Context: an optimization exercise on an open-source flow, tuned for small area. The choices shown serve that exercise and are no tape-out recipe. The RTL was checked by simulation tests, not by an equivalence proof against the original design. Power is estimated from default activity; no workload was simulated.

==> v3: inputs <==
// tdm2p
module tdm2p (
    input  wire         clk,         
    input  wire         rstn,        
    input  wire         enable,      
    input  wire [7:0]   clkPatt,     
    input  wire [7:0]   clkMask,     
    input  wire         sclk,        
    input  wire         fs,          
    input  wire         tdmin,       
    output wire         sample,      
    output reg          valid,       
    output wire [255:0] pdata        
);
==> module tdm2p, before the edit <==
module tdm2p (
    input  wire         clk,         
    input  wire         rstn,        
    input  wire         enable,      
    input  wire [7:0]   clkPatt,     
    input  wire [7:0]   clkMask,     
    input  wire         sclk,        
    input  wire         fs,          
    input  wire         tdmin,       
    output wire         sample,      
    output reg          valid,       
    output wire [255:0] pdata        
);
reg             initn;       
reg  [7:0]      clkSamp;
reg             lastReg;
reg             lastFs;
reg  [7:0]      bitCnt;      
reg             next;
reg             empty;       
reg  [255:0]    tdataN;      
reg  [255:0]    pdataN;      
wire    posSamp    = !lastReg && ((clkPatt & clkMask) == (clkSamp & clkMask));
wire    negSamp    =  lastReg && ((~clkPatt & clkMask) == (clkSamp & clkMask));
assign  sample     = initn && posSamp;
always @(posedge clk or negedge rstn) begin
    if (!rstn) begin
        initn       <= 1'b0;
        clkSamp     <= 8'd0;
        lastReg     <= 1'b0;
        lastFs      <= 1'b0;
    end
    else begin
        initn       <= enable && (initn || (posSamp && fs && !lastFs));
        clkSamp     <= {clkSamp[6:0], sclk};
        lastReg     <= posSamp ? 1'b1 : negSamp ? 1'b0 : lastReg;
        lastFs      <= posSamp ? fs : lastFs;
    end
end
always @(posedge clk or negedge rstn) begin
    if (!rstn) begin
        bitCnt  <= 8'd0;
        next    <= 1'b0;
        valid   <= 1'b0;
        empty   <= 1'b1;
    end
    else begin
        if (!enable)
            bitCnt  <= 8'd0;
        else if (sample)
            bitCnt  <= bitCnt + 8'd1;
        next    <= enable && sample && (bitCnt == 8'd255);
        valid   <= next;
        empty   <= empty && !next;
    end
end
always @(posedge clk) begin
    if (sample)
        tdataN  <= {tdataN[254:0], !tdmin};
    if (next)
        pdataN  <= tdataN;
end
assign pdata = ~(pdataN | {256{empty}});
endmodule
make LEC_CHECK=0 CAP_MARGIN=20 CORE_MARGIN=2 CORE_UTILIZATION=40 SLEW_MARGIN=20 finish   # period 10.0 ns
run.sh (not shown) runs the stock make flow with config.mk's settings and CLKGATE_MAP_FILE= SYNTH_SCRIPT=/design/flow/synth_recipe.tcl, a recipe that flattens the netlist after the stock synthesis.
==> v5 (differences from v3) <==
--- a/flow/design.v
+++ b/flow/design.v
@@ -20,8 +20,8 @@
 reg             empty;       
 reg  [255:0]    tdataN;      
 reg  [255:0]    pdataN;      
-wire    posSamp    = !lastReg && ((clkPatt & clkMask) == (clkSamp & clkMask));
-wire    negSamp    =  lastReg && ((~clkPatt & clkMask) == (clkSamp & clkMask));
+wire    edgeMatch  = ~|((clkPatt ^ {8{lastReg}} ^ clkSamp) & clkMask);
+wire    posSamp    = !lastReg && edgeMatch;
 assign  sample     = initn && posSamp;
 always @(posedge clk or negedge rstn) begin
     if (!rstn) begin
@@ -33,26 +33,27 @@
     else begin
         initn       <= enable && (initn || (posSamp && fs && !lastFs));
         clkSamp     <= {clkSamp[6:0], sclk};
-        lastReg     <= posSamp ? 1'b1 : negSamp ? 1'b0 : lastReg;
+        lastReg     <= lastReg ^ edgeMatch;
         lastFs      <= posSamp ? fs : lastFs;
     end
 end
 always @(posedge clk or negedge rstn) begin
     if (!rstn) begin
-        bitCnt  <= 8'd0;
         next    <= 1'b0;
         valid   <= 1'b0;
         empty   <= 1'b1;
     end
     else begin
-        if (!enable)
-            bitCnt  <= 8'd0;
-        else if (sample)
-            bitCnt  <= bitCnt + 8'd1;
         next    <= enable && sample && (bitCnt == 8'd255);
         valid   <= next;
         empty   <= empty && !next;
     end
+end
+always @(posedge clk) begin
+    if (!initn)
+        bitCnt  <= 8'd0;
+    else if (sample)
+        bitCnt  <= bitCnt + 8'd1;
 end
 always @(posedge clk) begin
     if (sample)
==> flow/flow/run.sh (new file) <==
#!/bin/bash
# Standard layout with two changes: ports are buffered with the smallest
# buffer instead of the one buffer_ports picks by default, and the clock
# tree uses small clock buffers in larger sink clusters without dummy loads.
set -euo pipefail
export BUFFER_PORTS_ARGS="-buffer_cell sky130_fd_sc_hd__buf_1"
export CTS_ARGS="-sink_clustering_enable -repair_clock_nets -dont_use_dummy_load -buf_list sky130_fd_sc_hd__clkbuf_4 -sink_clustering_size 11 -sink_clustering_max_diameter 35"
bash standard.sh > standard.log 2>&1
==> flow/standard.sh (new file) <==
#!/bin/bash
# synth_recipe.tcl (not shown) runs the flow's synth.tcl, then flattens the netlist and writes it again
# the make line also repeats each setting of config.mk as NAME=value (left out here)
make -C /OpenROAD-flow-scripts/flow DESIGN_CONFIG=/design/flow/config.mk WORK_HOME=/design/flow/orfs CLKGATE_MAP_FILE= SYNTH_SCRIPT=/design/flow/synth_recipe.tcl "${@:-finish}"
--- a/flow/config.mk
+++ b/flow/config.mk
@@ -7,5 +7,5 @@
 export LEC_CHECK = 0
 export CAP_MARGIN = 20
 export CORE_MARGIN = 2
-export CORE_UTILIZATION = 40
+export CORE_UTILIZATION = 70
 export SLEW_MARGIN = 20
removed: flow/run.sh
==> v26 (differences from v3) <==
==> flow/design.v (replaced) <==
module tdm2p (
    input  wire         clk,         
    input  wire         rstn,        
    input  wire         enable,      
    input  wire [7:0]   clkPatt,     
    input  wire [7:0]   clkMask,     
    input  wire         sclk,        
    input  wire         fs,          
    input  wire         tdmin,       
    output wire         sample,      
    output reg          valid,       
    output reg  [255:0] pdata        
);
reg             init;
reg  [7:0]      clkSamp;
reg             lastReg;
reg             lastFs;
reg  [7:0]      bitIdx;
reg  [255:0]    tdata;
reg             next;
localparam POSEDGE = 1'b1, NEGEDGE = 1'b0;
wire    posSamp    = (lastReg == NEGEDGE) && ((clkPatt & clkMask) == (clkSamp & clkMask));
wire    negSamp    = (lastReg == POSEDGE) && ((~clkPatt & clkMask) == (clkSamp & clkMask));
assign  sample     = !init && posSamp;
always @(posedge clk or negedge rstn) begin
    if (!rstn) begin
        init        <= 1'b1;
        clkSamp     <= 8'd0;
        lastReg     <= NEGEDGE;
        lastFs      <= 1'b0;
    end
    else begin
        init        <= (!enable) ? 1'b1              
                        : (posSamp && fs && !lastFs) ? 1'b0
                        : init;
        clkSamp     <= {clkSamp[6:0], sclk};         
        lastReg     <= (posSamp) ? POSEDGE           
                        : (negSamp) ? NEGEDGE 
                        : lastReg;
        lastFs      <= (posSamp) ? fs : lastFs;      
    end
end
always @(posedge clk or negedge rstn) begin
    if (!rstn) begin
        bitIdx  <= 8'd255;
        tdata   <= 256'd0;
        pdata   <= 256'd0;
        next    <= 1'b0;
        valid   <= 1'b0;
    end
    else begin
        if (!enable) begin
            bitIdx  <= 8'd255;
            tdata   <= 256'd0;
        end
        else if (enable && sample) begin
            bitIdx  <= bitIdx - 8'd1;
            tdata[bitIdx]  <= tdmin;
        end
        next    <= enable && sample && (bitIdx == 8'd0);
        valid   <= next;
        pdata   <= (next) ? tdata : pdata;
    end
end
endmodule
==> run summary <==
Design area: v26 > v3 > v5. Of v3 and v5, v3 has the higher final cell count (gap 21%, measured against v5). First-iteration DRC count: v26 > v5 > v3. Flip-flop and latch count is the same in v5 and v3. Between v5 and v3, the lower hold slack is in v5 (gap 0.0047 ns). The highest routed wire length belongs to v26, the lowest to v5. Between v26 and v3, the lower clock skew is in v3 (gap 0.0042 ns). Of v26 and v5, v5 has the higher sequential power (gap about 10%, measured against v5). Global-route usage, lowest first: v3, v5, v26.

[afterwards: timing with drivers on the ports]
In the flow no input, the clock included, has a driving cell. The finished layouts below were timed again as built, in two steps.
Step 1 (the two cells are an assumption about what drives the block):
set clk [get_ports {clk}]
set_driving_cell -lib_cell sky130_fd_sc_hd__clkbuf_16 $clk
set_driving_cell -lib_cell sky130_fd_sc_hd__buf_2 [delete_from_list [all_inputs] $clk]
Step 2 times the ports against the registers' clock, not the clock port: input delays grow and output delays shrink by t, the midpoint of the rising clock arrivals with the driver on.
Slacks: no drivers / after step 1 / after step 2; pairs: no drivers / after step 1.
run	t (ns)	setup slack, ns	worst setup path after step 2
v3	0.631	3.817 / 3.793 / 3.793	input to output
v5	0.713	3.626 / 3.607 / 3.607	input to output
v26	0.665	3.469 / 3.446 / 3.446	input to output
After both steps setup and hold are still met in every run listed. The setup slack of v3, which loses most, moves by -0.024 ns with the drivers and by -0.024 ns with both steps.
